What follows belongs to an exercise in optimizing a design on an open flow for small area, a short achievable clock period and few clock cycles; a production flow would make more cautious choices.
Where RTL was checked, it was by simulation tests only, not by an equivalence proof against the original.
Power and IR drop assume default switching activity.

==> flow/design.v <==
module simple_cpu (
    input clk,
    input rst_n,
    input instr_valid,
    input [15:0] instr,
    output instr_ready,
    input [7:0] mem_rdata,
    input mem_ready,
    output reg mem_req,
    output reg mem_we,
    output [7:0] mem_addr,
    output [7:0] mem_wdata,
    output reg done,
    output reg [3:0] flags   
);
  reg [7:0] regfile[0:7];
  reg x_alu;   
  reg [2:0] x_rd;
  reg [3:0] x_imm;
  reg c_add, c_sub, c_g, c_p, c_shl, c_shr;
  reg [7:0] opa;   
  reg [7:0] opb;   
  integer i;
  wire x_ld = mem_req & ~mem_we;
  wire stall = mem_req & ~mem_ready;
  assign instr_ready = ~stall;
  wire accept = instr_valid & ~stall;
  wire [3:0] ag = opb[3:0] & x_imm;
  wire [3:0] at = opb[3:0] | x_imm;
  wire [3:0] ap = opb[3:0] ^ x_imm;
  wire ac1 = ag[0];
  wire ac2 = ag[1] | (at[1] & ag[0]);
  wire ac3 = ag[2] | (at[2] & ag[1]) | (at[2] & at[1] & ag[0]);
  wire ac4 = ag[3] | (at[3] & ag[2]) | (at[3] & at[2] & ag[1]) | (at[3] & at[2] & at[1] & ag[0]);
  assign mem_addr = {opb[7] ^ (ac4 & opb[6] & opb[5] & opb[4]),
                     opb[6] ^ (ac4 & opb[5] & opb[4]),
                     opb[5] ^ (ac4 & opb[4]),
                     opb[4] ^ ac4,
                     ap[3] ^ ac3, ap[2] ^ ac2, ap[1] ^ ac1, ap[0]};
  assign mem_wdata = opa;
  wire [7:0] bx = opb ^ {8{c_sub}};
  wire [7:0] p = opa ^ bx;
  wire [7:0] g = opa & bx;
  wire [7:0] g1, p1, g2, p2, g3, p3;
  genvar k;
  generate
    for (k = 0; k < 8; k = k + 1) begin : pfx
      if (k % 2 == 1) begin : l1a
        assign g1[k] = g[k] | (p[k] & g[k-1]);
        assign p1[k] = p[k] & p[k-1];
      end else begin : l1b
        assign g1[k] = g[k];
        assign p1[k] = p[k];
      end
      if (k % 4 >= 2) begin : l2a
        assign g2[k] = g1[k] | (p1[k] & g1[(k/4)*4+1]);
        assign p2[k] = p1[k] & p1[(k/4)*4+1];
      end else begin : l2b
        assign g2[k] = g1[k];
        assign p2[k] = p1[k];
      end
      if (k >= 4) begin : l3a
        assign g3[k] = g2[k] | (p2[k] & g2[3]);
        assign p3[k] = p2[k] & p2[3];
      end else begin : l3b
        assign g3[k] = g2[k];
        assign p3[k] = p2[k];
      end
    end
  endgenerate
  wire [7:0] cy = {g3[6:0] | (p3[6:0] & {7{c_sub}}), c_sub};
  wire [7:0] sum = p ^ cy;
  wire [2:0] rot = opb[2:0];
  wire [7:0] r1 = rot[0] ? {opa[6:0], opa[7]} : opa;
  wire [7:0] r2 = rot[1] ? {r1[5:0], r1[7:6]} : r1;
  wire [7:0] r3 = rot[2] ? {r2[3:0], r2[7:4]} : r2;
  reg [7:0] shmask;
  always @(*) begin
    for (i = 0; i < 8; i = i + 1)
      shmask[i] = (c_shl & (i >= rot)) | (c_shr & ((rot == 3'd0) | (i < rot)));
  end
  wire [7:0] alu_res = ({8{c_add}} & sum) | ({8{c_g}} & g) | ({8{c_p}} & p) |
                       (shmask & r3);
  wire [7:0] wr_val = alu_res | ({8{x_ld}} & mem_rdata);
  wire wr_en = x_alu | (x_ld & mem_ready);
  wire [3:0] i_op = instr[15:12];
  wire [2:0] i_rd = instr[11:9];
  wire [2:0] i_rs = instr[7:5];
  wire [3:0] i_imm = instr[3:0];
  wire i_alu = (i_op >= 4'h1) && (i_op <= 4'h8);
  wire i_mem = (i_op == 4'h9) || (i_op == 4'hA);
  wire i_immop = (i_op == 4'h6) || (i_op == 4'h7) || (i_op == 4'h8);
  wire [7:0] ra_oh = 8'b1 << i_rd;
  wire [7:0] rb_oh = 8'b1 << i_rs;
  reg [7:0] rf_a, rf_b;
  always @(*) begin
    rf_a = 8'h00;
    rf_b = 8'h00;
    for (i = 0; i < 8; i = i + 1) begin
      rf_a = rf_a | ({8{ra_oh[i]}} & regfile[i]);
      rf_b = rf_b | ({8{rb_oh[i]}} & regfile[i]);
    end
  end
  wire fwd_a = wr_en && (x_rd == i_rd);
  wire fwd_b = wr_en && (x_rd == i_rs) && !i_immop;
  wire [2:0] i_rot = (i_op == 4'h8) ? 3'd0 - i_imm[2:0] : i_imm[2:0];
  wire [7:0] opb_rf = i_immop ? {4'h0, i_imm[3], i_rot} : rf_b;
  always @(posedge clk) begin
    c_add <= accept & ((i_op == 4'h1) || (i_op == 4'h2) || (i_op == 4'h6));
    c_sub <= accept & (i_op == 4'h2);
    c_g   <= accept & ((i_op == 4'h3) || (i_op == 4'h4));   
    c_p   <= accept & ((i_op == 4'h4) || (i_op == 4'h5));   
    c_shl <= accept & (i_op == 4'h7) & !i_imm[3];
    c_shr <= accept & (i_op == 4'h8) & !i_imm[3];
    opa <= ({8{stall}} & opa) | ({8{~stall & fwd_a}} & wr_val) | ({8{~stall & ~fwd_a}} & rf_a);
    opb <= ({8{stall}} & opb) | ({8{~stall & fwd_b}} & wr_val) | ({8{~stall & ~fwd_b}} & opb_rf);
    x_imm <= ({4{stall}} & x_imm) | ({4{~stall}} & i_imm);
    if (!stall) begin
      x_rd  <= i_rd;
      mem_we <= (i_op == 4'hA);
    end
  end
  always @(posedge clk or negedge rst_n) begin
    if (!rst_n) begin
      x_alu <= 1'b0;
      mem_req <= 1'b0;
      done <= 1'b0;
      flags <= 4'b0;
      for (i = 0; i < 8; i = i + 1) regfile[i] <= 8'h0;
    end else begin
      x_alu <= accept & i_alu;
      if (!stall) mem_req <= accept & i_mem;
      if (accept && i_op == 4'hF) done <= 1'b1;
      if (wr_en) regfile[x_rd] <= wr_val;
      if (x_alu) begin
        flags[3] <= (alu_res == 8'h0);
        flags[2] <= alu_res[7];
      end
    end
  end
endmodule
Settings: LEC_CHECK=0, ABC_AREA=1, CAP_MARGIN=20, CORE_MARGIN=2, CORE_UTILIZATION=40, SETUP_SLACK_MARGIN=2.5, SLEW_MARGIN=20; clock period 5.0 ns.
standard.sh (not shown) runs the stock make flow with config.mk's settings and CLKGATE_MAP_FILE= SYNTH_SCRIPT=/design/flow/synth_recipe.tcl, a recipe that flattens the netlist after the stock synthesis.
==> flow/flow/run.sh <==
#!/bin/bash
# Standard layout, with plain buf_1 cells as the port buffers and resizing not
# held to each cell's footprint.
set -euo pipefail
bash standard.sh "BUFFER_PORTS_ARGS=-buffer_cell sky130_fd_sc_hd__buf_1" MATCH_CELL_FOOTPRINT=0 finish > make_finish.log 2>&1
The starting point completed with no timing, DRC or antenna violations.
==> next run, changes <==
--- a/flow/design.v
+++ b/flow/design.v
@@ -13,33 +13,25 @@
     output reg done,
     output reg [3:0] flags   
 );
   reg [7:0] regfile[0:7];
   reg x_alu;   
+  reg x_fix;   
   reg [2:0] x_rd;
   reg [3:0] x_imm;
   reg c_add, c_sub, c_g, c_p, c_shl, c_shr;
   reg [7:0] opa;   
   reg [7:0] opb;   
+  reg a_c4;   
   integer i;
   wire x_ld = mem_req & ~mem_we;
-  wire stall = mem_req & ~mem_ready;
+  wire mwait = mem_req & ~mem_ready;
+  wire stall = x_fix | mwait;
   assign instr_ready = ~stall;
   wire accept = instr_valid & ~stall;
-  wire [3:0] ag = opb[3:0] & x_imm;
-  wire [3:0] at = opb[3:0] | x_imm;
-  wire [3:0] ap = opb[3:0] ^ x_imm;
-  wire ac1 = ag[0];
-  wire ac2 = ag[1] | (at[1] & ag[0]);
-  wire ac3 = ag[2] | (at[2] & ag[1]) | (at[2] & at[1] & ag[0]);
-  wire ac4 = ag[3] | (at[3] & ag[2]) | (at[3] & at[2] & ag[1]) | (at[3] & at[2] & at[1] & ag[0]);
-  assign mem_addr = {opb[7] ^ (ac4 & opb[6] & opb[5] & opb[4]),
-                     opb[6] ^ (ac4 & opb[5] & opb[4]),
-                     opb[5] ^ (ac4 & opb[4]),
-                     opb[4] ^ ac4,
-                     ap[3] ^ ac3, ap[2] ^ ac2, ap[1] ^ ac1, ap[0]};
   assign mem_wdata = opa;
+  assign mem_addr = {opb[7:4] + {3'b000, a_c4}, opb[3:0]};
   wire [7:0] bx = opb ^ {8{c_sub}};
   wire [7:0] p = opa ^ bx;
   wire [7:0] g = opa & bx;
   wire [7:0] g1, p1, g2, p2, g3, p3;
   genvar k;
@@ -88,50 +80,71 @@
   wire [2:0] i_rs = instr[7:5];
   wire [3:0] i_imm = instr[3:0];
   wire i_alu = (i_op >= 4'h1) && (i_op <= 4'h8);
   wire i_mem = (i_op == 4'h9) || (i_op == 4'hA);
   wire i_immop = (i_op == 4'h6) || (i_op == 4'h7) || (i_op == 4'h8);
-  wire [7:0] ra_oh = 8'b1 << i_rd;
-  wire [7:0] rb_oh = 8'b1 << i_rs;
+  wire [2:0] ra = i_rd;
+  wire [2:0] rb = i_rs;
+  wire [3:0] ri = i_imm;
+  wire [7:0] ra_oh = 8'b1 << ra;
+  wire [7:0] rb_oh = 8'b1 << rb;
   reg [7:0] rf_a, rf_b;
   always @(*) begin
     rf_a = 8'h00;
     rf_b = 8'h00;
     for (i = 0; i < 8; i = i + 1) begin
       rf_a = rf_a | ({8{ra_oh[i]}} & regfile[i]);
       rf_b = rf_b | ({8{rb_oh[i]}} & regfile[i]);
     end
   end
+  wire [3:0] lp = rf_b[3:0] ^ ri;
+  wire [3:0] lg = rf_b[3:0] & ri;
+  wire lc1 = lg[0];
+  wire lc2 = lg[1] | (lp[1] & lg[0]);
+  wire lc3 = lg[2] | (lp[2] & lg[1]) | (lp[2] & lp[1] & lg[0]);
+  wire lc4 = lg[3] | (lp[3] & lg[2]) | (lp[3] & lp[2] & lg[1]) | (lp[3] & lp[2] & lp[1] & lg[0]);
+  wire [4:0] lo = {lc4, lp[3] ^ lc3, lp[2] ^ lc2, lp[1] ^ lc1, lp[0]};
+  wire [4:0] lo_fix = {1'b0, opb[3:0]} + {1'b0, x_imm};
   wire fwd_a = wr_en && (x_rd == i_rd);
-  wire fwd_b = wr_en && (x_rd == i_rs) && !i_immop;
+  wire hz_b = wr_en && (x_rd == i_rs);   
+  wire fwd_b = hz_b && !i_immop;
   wire [2:0] i_rot = (i_op == 4'h8) ? 3'd0 - i_imm[2:0] : i_imm[2:0];
-  wire [7:0] opb_rf = i_immop ? {4'h0, i_imm[3], i_rot} : rf_b;
+  wire [7:0] opb_rf = i_mem ? {rf_b[7:4], lo[3:0]} : (i_immop ? {4'h0, i_imm[3], i_rot} : rf_b);
   always @(posedge clk) begin
     c_add <= accept & ((i_op == 4'h1) || (i_op == 4'h2) || (i_op == 4'h6));
     c_sub <= accept & (i_op == 4'h2);
     c_g   <= accept & ((i_op == 4'h3) || (i_op == 4'h4));   
     c_p   <= accept & ((i_op == 4'h4) || (i_op == 4'h5));   
     c_shl <= accept & (i_op == 4'h7) & !i_imm[3];
     c_shr <= accept & (i_op == 4'h8) & !i_imm[3];
     opa <= ({8{stall}} & opa) | ({8{~stall & fwd_a}} & wr_val) | ({8{~stall & ~fwd_a}} & rf_a);
-    opb <= ({8{stall}} & opb) | ({8{~stall & fwd_b}} & wr_val) | ({8{~stall & ~fwd_b}} & opb_rf);
-    x_imm <= ({4{stall}} & x_imm) | ({4{~stall}} & i_imm);
+    opb <= ({8{mwait}} & opb) | ({8{x_fix}} & {opb[7:4], lo_fix[3:0]}) |
+           ({8{~stall & fwd_b}} & wr_val) | ({8{~stall & ~fwd_b}} & opb_rf);
+    a_c4 <= (mwait & a_c4) | (x_fix & lo_fix[4]) | (~stall & lo[4]);
     if (!stall) begin
       x_rd  <= i_rd;
+      x_imm <= i_imm;
       mem_we <= (i_op == 4'hA);
     end
   end
   always @(posedge clk or negedge rst_n) begin
     if (!rst_n) begin
       x_alu <= 1'b0;
+      x_fix <= 1'b0;
       mem_req <= 1'b0;
       done <= 1'b0;
       flags <= 4'b0;
       for (i = 0; i < 8; i = i + 1) regfile[i] <= 8'h0;
     end else begin
       x_alu <= accept & i_alu;
-      if (!stall) mem_req <= accept & i_mem;
+      if (x_fix) begin
+        x_fix <= 1'b0;
+        mem_req <= 1'b1;
+      end else if (!mwait) begin
+        x_fix <= accept & i_mem & hz_b;
+        mem_req <= accept & i_mem & ~hz_b;
+      end
       if (accept && i_op == 4'hF) done <= 1'b1;
       if (wr_en) regfile[x_rd] <= wr_val;
       if (x_alu) begin
         flags[3] <= (alu_res == 8'h0);
         flags[2] <= alu_res[7];
=> The changed run went through all stages and came out clean. Clock skew stays flat. Worst setup slack gets better by 0.40 ns. Sequential cell count goes up by 2. Routed wire length goes up by a few percent. Utilization goes up by 0.55 points. Via count goes up by a few percent. Die area goes up by a few percent. Final cell count goes up by a few percent. Total power goes up by a few percent.
Testbench counts after the change, summed over its fixed seeds: cycles 4,970.
For the first run of this note, only the layout was checked, not whether the RTL still works.

afterwards: timing with drivers on the ports:
Ports are ideal in the flow. The routed layouts listed here were re-timed in OpenROAD. Step 1 (the two cells are an assumption about what drives the block):
set clk [get_ports {clk}]
set_driving_cell -lib_cell sky130_fd_sc_hd__clkbuf_16 $clk
set_driving_cell -lib_cell sky130_fd_sc_hd__buf_2 [delete_from_list [all_inputs] $clk]
Step 2 adds t to the input delays and takes it off the output delays; t is the mean of the earliest and latest rising clock arrival at the registers after step 1. Input paths then give back, and output paths get back, about the clock's delay inside the block. Three values: ideal ports, drivers, drivers and shift; two values: the first two.
run	t, ns	slack for setup (ns)	worst register clock-pin slew, ns
the first run	0.400	2.071 / 2.028 / 2.311	0.07 / 0.07
the second run	0.379	2.466 / 2.456 / 2.077	0.07 / 0.07
After both steps every run listed still meets setup and hold. The setup slack of the second run, which loses most, moves by -0.010 ns with the drivers and by -0.389 ns with both steps.
